Background: an optimization exercise with open tools, aiming at small area and a short achievable clock period. Do not read the settings as production practice. Only simulation tests tie the RTL to the original design; equivalence was not proved. The clock port is modelled as an ideal driver; clocking choices that lean on that would not hold on a real chip.

==> flow/design.v, too long to show whole: its modules and the start of the top module <==
// module Vedic: 80 lines
// module mul32: 3257 lines
// module fa1: 4 lines
// module ha1: 4 lines
// module pc_aoi21: 3 lines
// module pc_oai21: 3 lines
// module pc_nand2: 3 lines
// module pc_nor2: 3 lines
// module pc_inv: 3 lines
// module pc_xor2: 3 lines
// module pc_xnor2: 3 lines
// module bsel: 3 lines
// module hai1: 4 lines
module Vedic(
  input             clk,
  input             rst,
  input      [31:0] A_5,
  input      [31:0] B_5,
  output reg [63:0] Q_REG
);
  // ...
==> flow/flow/run.sh <==
#!/bin/bash
# The standard layout (standard.sh, unchanged synthesis) with these changes:
#  - the port buffers are buf_1 (ORFS picks a larger delay buffer by default);
#  - after floorplan, ABC's buffers are removed and every combinational cell
#    is set to its smallest size (flow/downsize.tcl);
#  - CTS's setup repair runs after that skew (in flow/skew.tcl), and it and
#    the later repairs aim at 8.75 ns of setup slack on the 14 ns clock,
#    working on the worst paths (TNS_END_PERCENT=0), so they size up only
#    the cells that the critical paths need; the hold repair fixes the short
#    paths into Q_REG that the skew leaves too fast, with 0.1 ns to spare.
# The make output goes to make_finish.log; each ORFS step keeps its own log
# under orfs/logs.
set -euo pipefail
HERE=$(pwd)
export SKEW_CELLS="dlygate4sd3_1 dlygate4sd3_1 clkdlybuf4s15_1"
bash standard.sh \
  "BUFFER_PORTS_ARGS=-buffer_cell sky130_fd_sc_hd__buf_1" \
  REMOVE_ABC_BUFFERS=1 \
  POST_FLOORPLAN_TCL=$HERE/flow/downsize.tcl \
  POST_CTS_TCL=$HERE/flow/skew.tcl \
  SETUP_SLACK_MARGIN=8.75 TNS_END_PERCENT=0 HOLD_SLACK_MARGIN=0.1 SKIP_CTS_REPAIR_TIMING=1 \
  finish > make_finish.log 2>&1
==> flow/flow/downsize.tcl <==
# Set every combinational cell to the smallest-area cell of the same function
# (same footprint family, e.g. a22oi_2 -> a22oi_1); the timing repair that
# follows sizes up only what the clock period needs.  Registers, clock cells,
# tie cells, tap cells and port buffers are left alone.
set ds_count 0
set ds_saved 0.0
foreach inst [get_cells *] {
  set ref [get_full_name [get_lib_cells -of_objects $inst]]
  set cell [get_property [get_lib_cells -of_objects $inst] name]
  if { ![regexp {^(sky130_fd_sc_hd__)([a-z0-9]+)_([0-9]+)$} $cell -> pre base drive] } { continue }
  if { [regexp {^(df|dl|sdf|edf|clk|conb|tap|fill|decap|diode|buf$|probe|lpflow)} $base] } { continue }
  set name [get_full_name $inst]
  if { [regexp {^(input|output)[0-9]+$} $name] } { continue }
  set best $cell
  set best_area [get_property [get_lib_cells $cell] area]
  foreach d {0 1 2} {
    set cand "${pre}${base}_$d"
    if { $cand eq $cell } { continue }
    set lc [get_lib_cells -quiet $cand]
    if { $lc eq "" } { continue }
    if { [get_property $lc dont_use] } { continue }
    set a [get_property $lc area]
    if { $a < $best_area } { set best $cand; set best_area $a }
  }
  if { $best ne $cell } {
    set ds_saved [expr { $ds_saved + [get_property [get_lib_cells $cell] area] - $best_area }]
    replace_cell $name $best
    incr ds_count
  }
}
puts "downsize: $ds_count cells set to their smallest size, [format %.1f $ds_saved] um2 saved"
==> flow/flow/skew.tcl <==
set skew_cells [expr { [info exists ::env(SKEW_CELLS)] ? $::env(SKEW_CELLS) : "dlygate4sd3_1 dlygate4sd3_1 clkdlybuf4s15_1" }]
set skew_n [llength $skew_cells]
set skew_buf sky130_fd_sc_hd__clkbuf_4
set block [ord::get_db_block]
set groups [dict create]
estimate_parasitics -placement
set skew_thr [expr { [info exists ::env(SETUP_SLACK_MARGIN)] ? $::env(SETUP_SLACK_MARGIN) : 1e9 }]
set skew_skipped 0
foreach inst [$block getInsts] {
  if { ![string match "Q_REG*" [$inst getName]] } { continue }
  if { [get_property [get_pins -of_objects [get_cells [$inst getName]] -filter "name == D"] slack_max] >= $skew_thr } {
    incr skew_skipped
    continue
  }
  set it [$inst findITerm CLK]
  set net [$it getNet]
  dict lappend groups [$net getName] $inst
}
set k 0
dict for {netname insts} $groups {
  # centroid of the group
  set sx 0; set sy 0
  set pins {}
  foreach inst $insts {
    set bb [$inst getBBox]
    set sx [expr { $sx + ([$bb xMin] + [$bb xMax]) / 2 }]
    set sy [expr { $sy + ([$bb yMin] + [$bb yMax]) / 2 }]
    lappend pins [get_pins -of_objects [get_cells [$inst getName]] -filter "name == CLK"]
  }
  set n [llength $insts]
  set dbu [$block getDbUnitsPerMicron]
  set cx [expr { double($sx) / $n / $dbu }]
  set cy [expr { double($sy) / $n / $dbu }]
  set order [lsort -real -index 0 [lmap inst $insts p $pins {
    set bb [$inst getBBox]
    list [expr { ([$bb xMin] + [$bb xMax]) / 2.0 }] $p [expr { ([$bb yMin] + [$bb yMax]) / 2.0 }]
  }]]
  set nchunk [expr { ($n + 3) / 4 }]
  set load {}
  for {set c 0} {$c < $nchunk} {incr c} {
    set lo [expr { $c * $n / $nchunk }]
    set hi [expr { ($c + 1) * $n / $nchunk - 1 }]
    set chunk [lrange $order $lo $hi]
    set cp [lmap e $chunk { lindex $e 1 }]
    set bx [expr { [tcl::mathop::+ {*}[lmap e $chunk { lindex $e 0 }]] / [llength $chunk] / $dbu }]
    set by [expr { [tcl::mathop::+ {*}[lmap e $chunk { lindex $e 2 }]] / [llength $chunk] / $dbu }]
    set b [insert_buffer -buffer_cell $skew_buf -net [get_nets $netname] -load_pins $cp \
             -location [list $bx $by] -buffer_name skewbuf_${k}_$c -net_name skewnet_${k}_0_$c]
    lappend load [get_pins [get_full_name $b]/A]
  }
  for {set i 1} {$i <= $skew_n} {incr i} {
    set d [insert_buffer -buffer_cell sky130_fd_sc_hd__[lindex $skew_cells [expr { $i - 1 }]] -net [get_nets $netname] -load_pins $load \
             -location [list $cx $cy] -buffer_name skewdly_${k}_$i -net_name skewnet_${k}_$i]
    set load [get_pins [get_full_name $d]/A]
  }
  incr k
}
puts "skew: delayed the clock of [dict size $groups] Q_REG groups by $skew_cells; $skew_skipped Q_REG flip-flops left as they were"
foreach net [$block getNets] {
  if { [string match "skewnet_*" [$net getName]] } { $net setSigType CLOCK }
}
detailed_placement
estimate_parasitics -placement

# With SKIP_CTS_REPAIR_TIMING set, the setup repair that CTS would have run
# before this hook runs here instead, after the skew, so that it sees the
# clock the layout will have.
if { [info exists ::env(SKIP_CTS_REPAIR_TIMING)] && $::env(SKIP_CTS_REPAIR_TIMING) } {
  repair_timing_helper -setup
  detailed_placement
  check_placement -verbose
  estimate_parasitics -placement
}
==> flow/standard.sh <==
#!/bin/bash
# synth_recipe.tcl (not shown) runs the flow's synth.tcl, then flattens the netlist and writes it again
# the make line also repeats each setting of config.mk as NAME=value (left out here)
make -C /OpenROAD-flow-scripts/flow DESIGN_CONFIG=/design/flow/config.mk WORK_HOME=/design/flow/orfs CLKGATE_MAP_FILE= SYNTH_SCRIPT=/design/flow/synth_recipe.tcl "${@:-finish}"
==> flow/config.mk <==
export PLATFORM = sky130hd
export DESIGN_NAME = Vedic
export DESIGN_NICKNAME = Vedic
export VERILOG_FILES = /design/flow/design.v
export SDC_FILE = /design/flow/constraint.sdc
export NUM_CORES = 4
export LEC_CHECK = 0
export CAP_MARGIN = 20
export CORE_MARGIN = 2
export CORE_UTILIZATION = 40
export SLEW_MARGIN = 20
export SYNTH_HIERARCHICAL = 1
export SYNTH_MINIMUM_KEEP_SIZE = 0
==> flow/constraint.sdc <==
create_clock -name core_clock -period 14.0 [get_ports {clk}]
set_input_delay 2.8000 -clock core_clock [delete_from_list [all_inputs] [get_ports {clk}]]
set_output_delay 2.8000 -clock core_clock [all_outputs]
set_load 0.01 [all_outputs]
==> summary.txt, run 1 <==
delay-heaviest family, CP flip-flops; crit share post-route 38.1%; status complete, no violations; storage element area between 3000 and 4000 um2; Hold EP Q_REG[62]$_DFF_PN0_; clock latency (worst-skew pair) about 1.9 ns; min Tclk post-route approximately 5.3 ns; CP Launch Type flip-flop; count leader, synth xnor2_1; hold path start A_5_reg[30]$_DFF_PN0_; CTS tree done; grt ovf 0; design area 28600 um2; worst slew pin tran roughly 0.94 ns; Vias per Instance 6.07; WS Path Type flip-flop to output port; R2R Path End Q_REG[63]$_DFF_PN0_; die area roughly 73000 um2; fin cells about 3400; M1 GR Usage between 30% and 40%; Inserted Diodes 0; post-route ant nets 0
==> inputs of run 2 (changes only) <==
--- a/flow/flow/run.sh
+++ b/flow/flow/run.sh
@@ -5,5 +5,5 @@
 #    is set to its smallest size (flow/downsize.tcl);
 #  - CTS's setup repair runs after that skew (in flow/skew.tcl), and it and
-#    the later repairs aim at 8.75 ns of setup slack on the 14 ns clock,
+#    the later repairs aim at 9.0 ns of setup slack on the 14 ns clock,
 #    working on the worst paths (TNS_END_PERCENT=0), so they size up only
 #    the cells that the critical paths need; the hold repair fixes the short
@@ -13,5 +13,5 @@
 set -euo pipefail
 HERE=$(pwd)
-export SKEW_CELLS="dlygate4sd3_1 dlygate4sd3_1 clkdlybuf4s15_1"
+export SKEW_CELLS="dlygate4sd3_1 clkdlybuf4s50_1"
 bash standard.sh \
   "BUFFER_PORTS_ARGS=-buffer_cell sky130_fd_sc_hd__buf_1" \
@@ -19,4 +19,4 @@
   POST_FLOORPLAN_TCL=$HERE/flow/downsize.tcl \
   POST_CTS_TCL=$HERE/flow/skew.tcl \
-  SETUP_SLACK_MARGIN=8.75 TNS_END_PERCENT=0 HOLD_SLACK_MARGIN=0.1 SKIP_CTS_REPAIR_TIMING=1 \
+  SETUP_SLACK_MARGIN=9.0 TNS_END_PERCENT=0 HOLD_SLACK_MARGIN=0.1 SKIP_CTS_REPAIR_TIMING=1 \
   finish > make_finish.log 2>&1
--- a/flow/flow/skew.tcl
+++ b/flow/flow/skew.tcl
@@ -1,3 +1,3 @@
-set skew_cells [expr { [info exists ::env(SKEW_CELLS)] ? $::env(SKEW_CELLS) : "dlygate4sd3_1 dlygate4sd3_1 clkdlybuf4s15_1" }]
+set skew_cells [expr { [info exists ::env(SKEW_CELLS)] ? $::env(SKEW_CELLS) : "dlygate4sd3_1 clkdlybuf4s50_1" }]
 set skew_n [llength $skew_cells]
 set skew_buf sky130_fd_sc_hd__clkbuf_4
==> run 2 against run 1 <==
Still clean. Setup slack improved by 0.24 ns. Hold slack better by 0.067 ns. Utilization grew 0.052 points.
==> summary.txt, run 2 <==
First DRT Iteration DRCs 2336; die width roughly 270 um; CP Launch Type flip-flop; Vias per Instance 6.09 (+0.35%); CP cell instances buf_2; most frequent cells in the layout xnor2_1 (570), a22oi_1 (496), fa_1 (480), dfrtp_1 (124), buf_1 (124); Final #Nets 3077; area leader, netlist fa_1; count leader, synth xnor2_1; vias in the first global route approximately 23000; Most used DFF post-synth dfrtp_1; fin util around 40%; final setup TNS 0 ns; Starting Density 40.6%; worst-path fanout max 1; Req. time, crit path 11.20 ns; post-route ant nets 0 (unchanged); CP peak stage delay around 0.44 ns; Fillers 6654; final WL around 90 mm; post-synthesis cell area ~29000 um2; Post-synth top cells xnor2_1 (561), a22oi_2 (496), fa_1 (480); synth warn 7; core area about 70000 um2; drc violations 0; Reg clk slew, reported paths 0.09 ns; I/O Buffers approximately 130; P&R area growth vs syn 0.465%; max FFs per register between 60 and 70; Final setup viols 0; CP max stage cell dfrtp_1; R2R setup slack about 8.9 ns; Min Hold Slack 0.120 ns; min Tclk post-route 5.10 ns (-0.239 ns); Boundary Pins between 100 and 150; RePlAce Congestion ~0.92; Inserted Diodes 0 (unchanged); Slew Viols, Final 0; #FFs+latches synth 144; post-synthesis sequential area ratio 12.6%; RSZ-0062 raised after global routing true; first-pass detailed-route iteration total 7; Critical Path AT 2.30 ns; Slew HR 36.7%; worst slew pin tran 0.950 ns (+0.00718 ns); Hold Crit Class flip-flop to flip-flop; delay-heaviest family, CP flip-flops; Post-synth ARST share 100%; drt wl/cell about 27 um; layout cell share with drive strength beyond 1 about 6.6%; FP Rows 97; commonest non-fill, non-tap cell in the layout xnor2_1; first-pass GRT wire length around 140 mm; HPWL after DPL between 50 and 60 mm; Post-synth EDFFs 0; CTS tree done; Syn Area/Cell between 10 and 15 um2; vias post-DR 20600; top-area cell type share of the netlist area 33.7%; Yosys cell types 25; clock latency (worst-skew pair) 1.70 ns (-0.24 ns); Worst Skew ~1.2 ns; fmax 196 MHz; initial antenna violation count 0; Mapped Cells roughly 2200; Die Ht approximately 270 um; crit end category output port; clock sinks about 140; CP Buf/Inv Count 1; die area 73400 um2 (unchanged); crit share post-route 36.4% (-1.7 points); Hold Violations, Final 0; WS Path Type flip-flop to output port; Max Cap Viol 0; synth top area cells fa_1 (34%), a22oi_2 (22%), xnor2_1 (17%), dfrtp_1 (13%), ha_1 (4.7%); status complete, no violations; pin count of the biggest net entering global routing 71; grt ovf 0 (unchanged); gr usage total between 20% and 30%
## run 2: cell counts after synthesis
Identical to the previous run, type by type.
## run 2: per-module statistics from Yosys, one instance, submodules excluded, a selection
| module | cell area [um2] | flip-flops and latches |
|---|---|---|
| pc_oai21 | 5.00 | 0 |
| pc_nand2 | 3.75 | 0 |
| mul32 | 2110 | 0 |
| fa1 | 20.0 | 0 |
| ha1 | 12.5 | 0 |
| pc_aoi21 | 8.76 | 0 |
| pc_nor2 | 3.75 | 0 |
| Vedic | 4020 | 144 |
| pc_inv | 3.75 | 0 |
| bsel | 21.3 | 0 |
| pc_xnor2 | 8.76 | 0 |
## run 2: layout make-up, without the clock buffers
class	instances	area, um2	share of cell area [%]
multi-input combinational	1980	21400	74.9
sequential	144	3640	12.7
timing repair buffer	214	1310	4.58
tap	940	1180	4.11
clock inverter	12	186	0.651
inverter	32	120	0.419
## run 2: final timing paths
path / from / endpoint / cells past startpoint
max: Q_REG[47]$_DFF_PN0_ / Q_REG[47] / 1
min: A_5_reg[31]$_DFF_PN0_ / Q_REG[63]$_DFF_PN0_ / 6
max reg2reg: neg_reg[9]$_DFF_PN0_ / Q_REG[55]$_DFF_PN0_ / 20
min reg2reg: A_5_reg[31]$_DFF_PN0_ / Q_REG[63]$_DFF_PN0_ / 6
max in group asynchronous: rst / neg_reg[15]$_DFF_PN0_ / 2
min in group asynchronous: rst / Q_REG[26]$_DFF_PN0_ / 2
## run 2: per-stage QoR
| step | cell area, um2 | setup WS (ns) | std cells |
|---|---|---|---|
| after floorplan | 28000 | 7.39 | 2156 |
| after global placement | 27400 | 6.56 | 3305 |
| after detailed placement | 27400 | 6.53 | 3305 |
| after global routing | 28600 | 8.74 | 3378 |
| final | 28600 | 8.90 | 3378 |
## run 2: metal layers
metal / GRT usage (%) / up-vias / routed length, um
met5: 0 / - / 0
met1: 31.1 / 10600 / 34300
met4: 12.9 / 0 / 4210
met3: 6.07 / 313 / 9100
li1: - / 8227 / -
met2: 39.7 / 1416 / 42200
## run 2: cell families (layout without fill, tap and decap cells)
kind of cell               after synthesis  count (layout)  share of synthesized area (%)
and+or+nand+nor                        147             147                           2.67
DFF                                    144             144                           12.6
buffers and inverters                  103             314                           2.36
AOI/OAI and AO/OA                      625             625                           25.1
xor gates and xnor gates               607             607                           18.9
other                                    2              15                         0.0263
adders and majority gates              586             586                           38.4
==> inputs of run 3 (changes only) <==
--- a/flow/flow/run.sh
+++ b/flow/flow/run.sh
@@ -5,5 +5,5 @@
 #    is set to its smallest size (flow/downsize.tcl);
 #  - CTS's setup repair runs after that skew (in flow/skew.tcl), and it and
-#    the later repairs aim at 9.0 ns of setup slack on the 14 ns clock,
+#    the later repairs aim at 9.25 ns of setup slack on the 14 ns clock,
 #    working on the worst paths (TNS_END_PERCENT=0), so they size up only
 #    the cells that the critical paths need; the hold repair fixes the short
@@ -13,5 +13,5 @@
 set -euo pipefail
 HERE=$(pwd)
-export SKEW_CELLS="dlygate4sd3_1 clkdlybuf4s50_1"
+export SKEW_CELLS="dlygate4sd3_1 clkdlybuf4s25_1"
 bash standard.sh \
   "BUFFER_PORTS_ARGS=-buffer_cell sky130_fd_sc_hd__buf_1" \
@@ -19,4 +19,4 @@
   POST_FLOORPLAN_TCL=$HERE/flow/downsize.tcl \
   POST_CTS_TCL=$HERE/flow/skew.tcl \
-  SETUP_SLACK_MARGIN=9.0 TNS_END_PERCENT=0 HOLD_SLACK_MARGIN=0.1 SKIP_CTS_REPAIR_TIMING=1 \
+  SETUP_SLACK_MARGIN=9.25 TNS_END_PERCENT=0 HOLD_SLACK_MARGIN=0.1 SKIP_CTS_REPAIR_TIMING=1 \
   finish > make_finish.log 2>&1
--- a/flow/flow/skew.tcl
+++ b/flow/flow/skew.tcl
@@ -1,3 +1,3 @@
-set skew_cells [expr { [info exists ::env(SKEW_CELLS)] ? $::env(SKEW_CELLS) : "dlygate4sd3_1 clkdlybuf4s50_1" }]
+set skew_cells [expr { [info exists ::env(SKEW_CELLS)] ? $::env(SKEW_CELLS) : "dlygate4sd3_1 clkdlybuf4s25_1" }]
 set skew_n [llength $skew_cells]
 set skew_buf sky130_fd_sc_hd__clkbuf_4
==> run 3 against run 2 <==
Still clean. Utilization is 2.1 points higher. Final area is 5.3% higher. Hold slack better by 0.19 ns. Critical path depth is 24 higher. Highest routed layer is now met5.
==> summary.txt, run 3 <==
post-route ant nets 0 (unchanged); CP Launch Type flip-flop; RSZ-0062 raised after global routing true; drc violations 0 (unchanged); commonest non-fill, non-tap cell in the layout xnor2_1; first-pass GRT wire length 142 mm (+2.4%); synth warn 7 (unchanged); Reg clk slew, reported paths 0.06 ns (-0.03 ns); Worst Skew 0.995 ns (-0.225 ns); drt wl/cell 27.2 um (+2.4%); Yosys cell types 25 (unchanged); vias in the first global route 23300 (+0.53%); fin util 42.9% (+2.1 points); first-pass detailed-route iteration total 6 (-1); layout cell share with drive strength beyond 1 11.6% (+4.9 points); Post-synth ARST share 100% (unchanged); fmax 202 MHz (+2.8%); post-synthesis sequential area ratio 12.6% (unchanged); Slew HR 36.4% (-0.29 points); gr usage total 25.5% (+0.74 points); max FFs per register 64 (unchanged); CP max stage cell fa_1; Critical Path AT 6.33 ns (+4.03 ns); top-area cell type share of the netlist area 33.7% (unchanged); FF-to-FF Start one_reg[3]$_DFF_PN0_; CTS tree done; most frequent cells in the layout xnor2_1 (566), a22oi_1 (475), fa_1 (471), buf_1 (128), dfrtp_1 (114); post-synthesis cell area 28500 um2 (unchanged); Max Cap Viol 0 (unchanged); XOR/XNOR Fraction of Synth Area 18.9% (unchanged); #FFs+latches synth 144 (unchanged); largest family of logic cells by synthesized area adder cells; final setup TNS 0 ns (unchanged); pin count of the biggest net entering global routing 71 (unchanged); Most used DFF post-synth dfrtp_1; Hold EP Q_REG[63]$_DFF_PN0_; Boundary Pins 130 (unchanged); Final #Nets 3129 (+1.7%); Placed Area 27400 um2 (unchanged); WS Path Type flip-flop to flip-flop; R2R setup slack 9.04 ns (+0.13 ns); clock sinks 144 (unchanged); Fillers 6505 (-2.2%); Hold Violations, Final 0 (unchanged); crit share post-route 35.4% (-0.99 points); worst-path fanout max 32 (+31); synth top area cells fa_1 (34%), a22oi_2 (22%), xnor2_1 (17%), dfrtp_1 (13%), ha_1 (4.7%); Slew Viols, Final 0 (unchanged); Starting Density 40.6% (unchanged); Synth Area in Simple Gates 2.67% (unchanged); CP peak stage delay 0.58 ns (+0.14 ns); FP Rows 97 (unchanged); DR top layer met5; final WL 93.4 mm (+4.0%); post-synthesis compound-gate area fraction 25.1% (unchanged); Final setup viols 0 (unchanged); Syn Area/Cell 12.9 um2 (unchanged); design area 30100 um2 (+5.3%); area leader, netlist fa_1; status complete, no violations; WHS Path Cells 5 (-1); Mapped Cells 2214 (unchanged); crit end category flip-flop; wl on met1 34.9 mm (+1.6%); P&R area growth vs syn 5.75%; count leader, synth xnor2_1; Post-synth top cells xnor2_1 (561), a22oi_2 (496), fa_1 (480); post-synthesis mux area share 0% (unchanged); clock latency (worst-skew pair) 1.47 ns (-0.23 ns); met3 WL 10.0 mm (+10%); Post-synth EDFFs 0 (unchanged); hold path start A_5_reg[31]$_DFF_PN0_; Hold Crit Class flip-flop to flip-flop; Die Ht 271 um (unchanged); core area 70300 um2 (unchanged); die width 271 um (unchanged); grt ovf 0 (unchanged); worst slew pin tran 0.954 ns (+0.00438 ns); CP most frequent cell fa_1; initial antenna violation count 1 (+1); HPWL after DPL 55.4 mm (unchanged); die area 73400 um2 (unchanged); vias post-DR 20900 (+1.6%); R2R Path End Q_REG[53]$_DFF_PN0_; FF-to-FF path depth 25 (+25%); Vias per Instance 6.10 (about the same); First DRT Iteration DRCs 2518 (+7.8%); met2 wire len 43.4 mm (+2.7%); Req. time, crit path 15.37 ns (+4.17 ns); I/O Buffers 129 (unchanged); min Tclk post-route 4.96 ns (-0.139 ns); RePlAce Congestion 0.922 (unchanged); Adder-Cell Fraction of Synth Area 38.4% (unchanged)
==> run 3: changes by cell type in the layout (fill, tap and decap cells not counted), moves of 10 or more <==
cell             delta
dfrtp_2            +10
buf_12             +32
a22oi_2            +21
a21oi_1            -10
clkdlybuf4s25_1    +11
a22oi_1            -21
dfrtp_1            -10
buf_8              +12
buf_6              -15
clkdlybuf4s50_1    -11
==> run 3: per-module statistics from Yosys, one instance, submodules excluded, excerpt <==
| module | flops+latches | cells inside | copies in the design |
|---|---|---|---|
| Vedic | 144 | 205 | 1 |
| ha1 | 0 | 1 | 44 |
| mul32 | 0 | 248 | 1 |
| pc_aoi21 | 0 | 1 | 78 |
| pc_oai21 | 0 | 1 | 36 |
| pc_xor2 | 0 | 1 | 21 |
==> run 3: per-layer routing <==
metal | GRT usage [%] | vias to the layer above
li1 | - | 8342
met1 | 31.4 | 10800
met2 | 40.3 | 1443
met3 | 6.85 | 349
met4 | 15.0 | 2
met5 | 0 | -
==> run 3: layout make-up, without the clock buffers <==
type	count	area, um2	area share [%]
diodes	1	2.50	0.00830
clock inverters	12	186	0.618
inverters	32	120	0.398
multi-input cells	1980	21800	72.4
flip-flops and latches	144	3650	12.1
well taps	940	1180	3.90
repair buffers	266	2420	8.04
==> run 3: cell families (layout without fill, tap and decap cells) <==
logic type | count (synthesis) | count (layout)
compound gates | 625 | 625
xor+xnor | 607 | 607
fa+ha+maj | 586 | 586
simple gates | 147 | 147
flops | 144 | 144
buf+inv | 103 | 366
other cells | 2 | 16
==> run 3: worst max-delay path, delay by kind of cell, from the launching register on <==
kind / cells / cell delay (ns)
xor gates and xnor gates: 2 / 0.27
adders and majority gates: 7 / 3.19
AOI/OAI and AO/OA: 9 / 1.25
buffers and inverters: 7 / 0.70
DFF: 1 / 0.40
==> run 3: worst max path at each step <==
stage,start,to,slack [ns]
2_1_floorplan,neg_reg[15]$_DFF_PN0_,Q_REG[63]$_DFF_PN0_,7.39
5_1_grt,A_5_reg[22]$_DFF_PN0_,Q_REG[63]$_DFF_PN0_,8.86
6_report,one_reg[3]$_DFF_PN0_,Q_REG[53]$_DFF_PN0_,9.04
3_3_place_gp,A_5_reg[28]$_DFF_PN0_,Q_REG[63]$_DFF_PN0_,6.56
3_5_place_dp,neg_reg[15]$_DFF_PN0_,Q_REG[63]$_DFF_PN0_,6.53
==> run 3: per-stage QoR <==
stage	hold slack [ns]	std cells	worst slack (ns)
floorplan	1.12	2156	7.39
global placement	0.935	3305	6.56
detailed placement	0.947	3305	6.53
global route	0.317	3430	8.86
finish	0.309	3431	9.04

port drivers added, routing unchanged:
No port has a modelled driver above. Below, the same layouts with a new extraction and two added sets of constraints. Step 1, drivers: a clkbuf_16 drives clk and a buf_2 each remaining input, both assumed. Step 2, shift: input delay + t, output delay - t, t = (earliest + latest rising clock arrival at the registers) / 2. This alone moves slack from input paths to output paths. Slacks: ideal / step 1 / step 2; pairs: ideal / step 1.
run	t (ns)	setup slack, ns	latest minus earliest clock arrival (ns)	worst slew at a driven data input, ns
run 1	1.268	8.663 / 8.603 / 8.838	1.460 / 1.461	0.04
run 2	1.145	8.902 / 8.845 / 8.911	1.220 / 1.220	0.04
run 3	1.034	9.042 / 9.042 / 9.042	0.995 / 0.995	0.04
In every run listed the clock reaches the registers at very different times; t lies between them, and the last value is a rough guide only.
